This design comes from an exercise in tuning for small area and a short achievable clock period on the open sky130 flow, not from production work. RTL that was checked went through simulation tests only; none was proved equivalent to the original. Power figures rest on the tool's default switching activity, not on a simulated workload.

the baseline:
## proc
module proc (
  imem_addr, dmem_addr, dmem_wdata, dmem_re, dmem_we, halt_out,
  clk, rst, imem_data, dmem_rdata
  );
Size: ~1700 cells after synthesis, about 290 flip-flops, ~85 I/O pins, roughly 17000 um^2 of cells after synthesis.
Settings: LEC_CHECK=0, CAP_MARGIN=20, CORE_MARGIN=2, CORE_UTILIZATION=62, SETUP_SLACK_MARGIN=5, SLEW_MARGIN=20, SYNTH_HIERARCHICAL=1; clock period 9.0 ns.
standard.sh (not shown) runs the stock make flow with config.mk's settings and CLKGATE_MAP_FILE= SYNTH_SCRIPT=/design/flow/synth_recipe.tcl, a recipe that flattens the netlist after the stock synthesis.
==> flow/flow/run.sh <==
#!/bin/bash
# The standard ORFS layout (the standard.sh) with changes to how it sizes
# cells only: the port buffers that the standard flow inserts use the smallest
# buffer (buf_1), and clock tree synthesis uses clkbuf_8 clusters of at most
# 20 sinks and no dummy loads. Everything else is the standard flow.
set -euo pipefail
export BUFFER_PORTS_ARGS="-buffer_cell sky130_fd_sc_hd__buf_1"
export CTS_ARGS="-sink_clustering_enable -repair_clock_nets -sink_clustering_size 20 -sink_clustering_max_diameter 50 -buf_list sky130_fd_sc_hd__clkbuf_8 -dont_use_dummy_load"
bash standard.sh > standard_flow.log 2>&1
What the candidate does differently from the baseline at the input level:
diff --git a/flow/flow/run.sh b/flow/flow/run.sh
--- a/flow/flow/run.sh
+++ b/flow/flow/run.sh
@@ -4,3 +4,5 @@
 # buffer (buf_1), and clock tree synthesis uses clkbuf_8 clusters of at most
-# 20 sinks and no dummy loads. Everything else is the standard flow.
+# 20 sinks and no dummy loads; synthesis maps adders with yosys's default
+# (Brent-Kung) carry logic instead of the Kogge-Stone extra map. Everything
+# else is the standard flow.
 set -euo pipefail
@@ -8,2 +10,3 @@
 export CTS_ARGS="-sink_clustering_enable -repair_clock_nets -sink_clustering_size 20 -sink_clustering_max_diameter 50 -buf_list sky130_fd_sc_hd__clkbuf_8 -dont_use_dummy_load"
+export SYNTH_OPERATIONS_ARGS="-nofsm"
 bash standard.sh > standard_flow.log 2>&1
diff --git a/flow/config.mk b/flow/config.mk
--- a/flow/config.mk
+++ b/flow/config.mk
@@ -9,3 +9,3 @@
 export CORE_MARGIN = 2
-export CORE_UTILIZATION = 62
+export CORE_UTILIZATION = 55
 export SETUP_SLACK_MARGIN = 5
Findings:
- Relative to the baseline, the portion of the post-synthesis area used by sequential elements of the candidate is higher by 0.41 points.
- Re layout-stage area growth over the synthesis result: the candidate and the baseline aren't equal, and the higher value belongs to the candidate.
- The candidate vs the baseline, combinational-cell power consumption went down by about 8%.
- Compared with the baseline, the candidate shows mean number of vias per cell that has gone down by a few percent.
- The candidate completed end to end with timing, DRC and antenna clean.
- The candidate reports its critical path launch point as x_e[0]$_DFF_P_ while the baseline reports rst.
- Total power: the candidate < the baseline
- Number of cells after detailed placement, the candidate and the baseline: higher on the baseline
- Delta (the candidate minus the baseline): overall die height now sits higher; worst setup slack now sits lower; total global routing track utilization now sits lower.


Another version of the RTL of proc (not shown whole).
For scale: about 340 flip-flops, roughly 85 I/O pins, ~0.018 mm^2 of cells after synthesis.
make LEC_CHECK=0 CAP_MARGIN=20 CORE_MARGIN=2 CORE_UTILIZATION=40 SLEW_MARGIN=20 finish   # period 9.0 ns
run.sh (not shown) runs the stock make flow with config.mk's settings and CLKGATE_MAP_FILE= SYNTH_SCRIPT=/design/flow/synth_recipe.tcl, a recipe that flattens the netlist after the stock synthesis.
Stock flow here: none of the scripts above is used.
==> next run, changes <==
- SETUP_SLACK_MARGIN: default -> 5
What happened: Core utilization rises by 1.2 points. Power rises by 3.2%. Clock-buffer cell count falls by 1. Wire length rises by 3.1%. Non-clock buffer count rises by 16. Critical path depth falls by 10. Sequential power barely changes. Fmax rises by 28%. Die area is unchanged. Final area rises by 2.5%. Global-route usage rises by 0.59 points.
No functional check of the RTL was part of any run of this note.


proc, a different RTL version from the one above (not shown whole).
For scale: ~1900 cells after synthesis, roughly 300 flip-flops, ~85 I/O pins, ~0.018 mm² of cells after synthesis.
clock: 9.0 ns
lec_check: 0
cap_margin: 20
core_margin: 2
core_utilization: 55
setup_slack_margin: 5
slew_margin: 20
standard.sh (not shown) runs the stock make flow with config.mk's settings and CLKGATE_MAP_FILE= SYNTH_SCRIPT=/design/flow/synth_recipe.tcl, a recipe that flattens the netlist after the stock synthesis.
==> flow/flow/run.sh <==
#!/bin/bash
# The standard ORFS layout (the standard.sh), with two changes to how it
# sizes cells: port buffers use the smallest buffer (buf_1) instead of the
# resizer's default pick, and gates off the critical paths are downsized after
# global routing (RECOVER_POWER). Everything else is the standard flow.
set -euo pipefail
export BUFFER_PORTS_ARGS="-buffer_cell sky130_fd_sc_hd__buf_1"
export RECOVER_POWER=100
bash standard.sh > standard_flow.log 2>&1
The starting point produced a layout that fails on max-capacitance violations, max-slew violations.
Then changed:
==> flow/flow/run.sh (replaced) <==
#!/bin/bash
# The standard ORFS layout (the standard.sh) with one change to how it
# sizes cells: the port buffers that the standard flow inserts use the
# smallest buffer (buf_1) instead of the resizer's default pick.
set -euo pipefail
export BUFFER_PORTS_ARGS="-buffer_cell sky130_fd_sc_hd__buf_1"
bash standard.sh > standard_flow.log 2>&1
After rerunning: This time the run produced a clean layout. Final area went up by 1.5%. Synthesized cell count is unchanged. Worst setup slack gains 1.9 ns. Wire length stays flat. Total power went up by 0.46%. Sequential power stays flat. Via count went down by 0.36%. Combinational power is about the same. Core utilization went up by 0.89 points.
Function was not checked in any run of this note: the RTL went through the layout flow alone.


## build 4
Another version of the RTL of proc (not shown whole).
Size in the first run: ~1,600 cells after synthesis, ~290 flip-flops, roughly 85 I/O pins, about 16,000 sq um of cells after synthesis.
Design proc, start of the top module:
module proc (
  imem_addr, dmem_addr, dmem_wdata, dmem_re, dmem_we, halt_out,
  clk, rst, imem_data, dmem_rdata
  );
Settings: LEC_CHECK=0, CAP_MARGIN=20, CORE_MARGIN=2, CORE_UTILIZATION=62, SETUP_SLACK_MARGIN=5, SLEW_MARGIN=20, SYNTH_HIERARCHICAL=1; clock period 9.0 ns.
==> flow/flow/run.sh <==
#!/bin/bash
# The standard ORFS layout (the standard.sh) with changes to how it sizes
# cells only: the port buffers that the standard flow inserts use the smallest
# buffer (buf_1), and clock tree synthesis uses clkbuf_8 clusters of at most
# 26 sinks and no dummy loads. Everything else is the standard flow.
set -euo pipefail
export BUFFER_PORTS_ARGS="-buffer_cell sky130_fd_sc_hd__buf_1"
export CTS_ARGS="-sink_clustering_enable -repair_clock_nets -sink_clustering_size 26 -sink_clustering_max_diameter 60 -buf_list sky130_fd_sc_hd__clkbuf_8 -dont_use_dummy_load"
bash standard.sh > standard_flow.log 2>&1
Build 4 finished every stage and its layout cleared the timing, DRC and antenna checks.
### build 4 -> build 75
Settings: a change of CORE_UTILIZATION from 62 to 55.
-- flow/flow/run.sh --
<<< build 4, line 5
# 26 sinks and no dummy loads. Everything else is the standard flow.
>>> build 75, line 5
# 20 sinks and no dummy loads. Everything else is the standard flow.
<<< build 4, line 8
export CTS_ARGS="-sink_clustering_enable -repair_clock_nets -sink_clustering_size 26 -sink_clustering_max_diameter 60 -buf_list sky130_fd_sc_hd__clkbuf_8 -dont_use_dummy_load"
>>> build 75, line 8
export CTS_ARGS="-sink_clustering_enable -repair_clock_nets -sink_clustering_size 20 -sink_clustering_max_diameter 50 -buf_list sky130_fd_sc_hd__clkbuf_8 -dont_use_dummy_load"
Findings:
Final cell count in build 75 is about 3% above build 4.
Diff build 75..build 4 | combinational fraction of design power | negligible
Max total wire length across build 75 and build 4: build 75
Summary of the comparison: final area is higher in build 75, relative to build 4.
Fraction of the core area covered by cells at the end of the flow was higher in the run labelled build 4.
Between build 4 and build 75, the flow reports first-pass GRT wire length increasing by a few percent.
From build 4 to build 75 the numbers moved as follows: number of clock buffers in the layout picked up an extra 1, storage element area was more or less identical.
Row power: build 75 higher / build 4 lower
Input changes introduced in build 80 (baseline for comparison: build 75):
Settings: SETUP_SLACK_MARGIN changed from 5 to 4.95; CORE_UTILIZATION changed from 55 to 62.
-- flow/flow/run.sh --
<<< build 75, line 5
# 20 sinks and no dummy loads. Everything else is the standard flow.
>>> build 80, line 5
# 26 sinks and no dummy loads. Everything else is the standard flow.
<<< build 75, line 8
export CTS_ARGS="-sink_clustering_enable -repair_clock_nets -sink_clustering_size 20 -sink_clustering_max_diameter 50 -buf_list sky130_fd_sc_hd__clkbuf_8 -dont_use_dummy_load"
>>> build 80, line 8
export CTS_ARGS="-sink_clustering_enable -repair_clock_nets -sink_clustering_size 26 -sink_clustering_max_diameter 60 -buf_list sky130_fd_sc_hd__clkbuf_8 -dont_use_dummy_load"
- Total of cells resized after clock tree synthesis was lower in the run labelled build 80.
- Build 75 and build 80 ended up with nearly the same clock latency on the worst-skew pair.
- In build 80 the global routing met1 resource utilization turned out 1.9 points higher than in build 75.
- Total instance count after detailed placement went down by a few percent going from build 75 to build 80.
- Taking build 75 as the reference point, the via count of the first global-routing pass of build 80 rises by 54.
- Against build 75, build 80 comes in about 4% lower on clock-buffer cell count.
- Build 80 against build 75: final critical path time including I/O delays and setup shrank by 0.011 ns; met3 global-route usage grew by 1.9 points.
- The register-to-register path setup slack of build 80 and that of build 75 are within noise of each other.
- Looking at count of buffers not belonging to the clock network in the layout, build 80 sits 1.9% below build 75.
- Build 80 vs. build 75: final standard cell area without fillers went down by about 1.4%.
The inputs of build 9 differ from those of build 80 as listed below.
Settings: SETUP_SLACK_MARGIN now 5, was 4.95.
-- flow/flow/run.sh --
<<< build 80, line 5
# 26 sinks and no dummy loads. Everything else is the standard flow.
>>> build 9, line 5
# 20 sinks and no dummy loads; the buffers that ABC inserted are removed at
# floorplan and the resizer buffers again where needed. Everything else is
# the standard flow.
<<< build 80, line 8
export CTS_ARGS="-sink_clustering_enable -repair_clock_nets -sink_clustering_size 26 -sink_clustering_max_diameter 60 -buf_list sky130_fd_sc_hd__clkbuf_8 -dont_use_dummy_load"
>>> build 9, line 10
export CTS_ARGS="-sink_clustering_enable -repair_clock_nets -sink_clustering_size 20 -sink_clustering_max_diameter 50 -buf_list sky130_fd_sc_hd__clkbuf_8 -dont_use_dummy_load"
export REMOVE_ABC_BUFFERS=1
--- outcome ---
When the final numbers for build 80 and build 9 were put side by side, the global-route wire length before repair turned out to be greater in build 9.
[build 9] post-route cell area rose 2.0% relative to build 80
Diff build 80 -> build 9: non-clock buffer area fraction after layout climbed 1.0 points; clock tree skew after final layout climbed 0.033 ns; sequential share of power dropped 1.1 points.
Build 80 has a lower layout overhead on the synthesized area than build 9.
The count of non-CTS buffers in the layout reported for build 9 is greater than that of build 80 by about 16%.
Build 9 against build 80; wire length is up by a few percent.
The run showing the smaller number of clock buffers inserted by TritonCTS is build 80.
Input changes introduced in build 40 (baseline for comparison: build 9):
Settings: an added TNS_END_PERCENT of 0; a change of SETUP_SLACK_MARGIN from 5 to 4.95.
==> flow/flow/run.sh <==
#!/bin/bash
# The standard ORFS layout (the standard.sh) with changes to how it sizes
# cells only: the port buffers that the standard flow inserts use the smallest
# buffer (buf_1), and clock tree synthesis uses clkbuf_8 clusters of at most
# 26 sinks and no dummy loads. Everything else is the standard flow.
set -euo pipefail
export BUFFER_PORTS_ARGS="-buffer_cell sky130_fd_sc_hd__buf_1"
export CTS_ARGS="-sink_clustering_enable -repair_clock_nets -sink_clustering_size 26 -sink_clustering_max_diameter 60 -buf_list sky130_fd_sc_hd__clkbuf_8 -dont_use_dummy_load"
bash standard.sh > standard_flow.log 2>&1
Findings:
- Cells: build 40 has fewer instances than build 9
- In the tables for build 9 and build 40, initial antenna violation count reads lower with build 40.
- Diff build 9 and build 40: clock network area share lower in build 40
- Fraction of the mapped netlist area in adder cells came out exactly the same in build 9 and build 40.
- Wire length on met3: build 40 < build 9
- Cmp build 9 and build 40 / relative contribution of the clock network to total power / lower: build 40
- Against build 9, build 40 reports a portion of the layout cell area used by non-clock buffers that is lower.
Inputs modified between build 40 and build 83:
Settings: removing TNS_END_PERCENT (formerly 0); changing SETUP_SLACK_MARGIN from 4.95 to 5; setting PLACE_DENSITY to 0.75 for the first time.
-- flow/flow/run.sh --
<<< build 40, line 5
# 26 sinks and no dummy loads. Everything else is the standard flow.
>>> build 83, line 5
# 20 sinks and no dummy loads. Everything else is the standard flow.
<<< build 40, line 8
export CTS_ARGS="-sink_clustering_enable -repair_clock_nets -sink_clustering_size 26 -sink_clustering_max_diameter 60 -buf_list sky130_fd_sc_hd__clkbuf_8 -dont_use_dummy_load"
>>> build 83, line 8
export CTS_ARGS="-sink_clustering_enable -repair_clock_nets -sink_clustering_size 20 -sink_clustering_max_diameter 50 -buf_list sky130_fd_sc_hd__clkbuf_8 -dont_use_dummy_load"
### Flow results
Per the comparison of build 83 with build 40, final non-filler cell area rose 1.1%, wire length of the first global-routing pass rose about 0.3%, clock network contribution to total cell area about even, number of different library cells in the post-synthesis netlist about even, final worst-path cycle share fell 1.3 points.
Compared with build 40, in build 83 total of plain and repair buffers excluding clock buffers rose 18; initial antenna violation count rose 2; post-layout net count rose 20; flip-flop and latch share of the layout cell area fell 0.45 points.

-- separate check: timing with driven ports --
Ports are ideal in the flow. The routed layouts listed here were re-timed in OpenROAD.
Step 1 sets driving cells, clkbuf_16 on the clock port and buf_2 on the other inputs (assumed; they add their load-dependent delay and slew).
Step 2 times the ports against the registers' clock, not the clock port: input delays grow and output delays shrink by t, the midpoint of the rising clock arrivals with the driver on.
Three values: ideal, step 1, step 2; two values: the first two.
run | t (ns) | setup slack, ns | hold slack, ns | worst slew at a driven data input, ns | pins driven straight from the clock port
the baseline | 0.615 | 4.969 / 4.922 / 4.922 | 0.373 / 0.373 / 0.373 | 0.06 | 1
the candidate | 0.572 | 4.788 / 4.788 / 4.788 | 0.421 / 0.421 / 0.421 | 0.10 | 1
the first run of note 2 | 0.623 | 3.838 / 3.838 / 3.838 | 0.314 / 0.314 / 0.314 | 0.05 | 1
the second run of note 2 | 0.613 | 4.978 / 4.930 / 4.930 | 0.322 / 0.322 / 0.322 | 0.06 | 1
the first run of note 3 | 0.599 | 3.112 / 3.112 / 3.112 | 0.411 / 0.411 / 0.411 | 0.04 | 1
the second run of note 3 | 0.595 | 4.964 / 4.909 / 4.909 | 0.410 / 0.410 / 0.410 | 0.07 | 1
build 4 | 0.597 | 4.976 / 4.944 / 4.944 | 0.417 / 0.417 / 0.417 | 0.04 | 1
build 75 | 0.601 | 4.963 / 4.924 / 4.924 | 0.411 / 0.411 / 0.411 | 0.05 | 1
build 80 | 0.597 | 4.975 / 4.933 / 4.933 | 0.416 / 0.416 / 0.416 | 0.05 | 1
build 9 | 0.647 | 4.972 / 4.924 / 4.924 | 0.375 / 0.375 / 0.375 | 0.06 | 1
build 40 | 0.587 | 4.844 / 4.817 / 4.817 | 0.416 / 0.416 / 0.416 | 0.04 | 1
build 83 | 0.619 | 4.963 / 4.930 / 4.924 | 0.413 / 0.413 / 0.413 | 0.04 | 1
For the second run of note 3, which loses most, drivers alone change the setup slack by -0.055 ns; drivers and shift together by -0.055 ns.
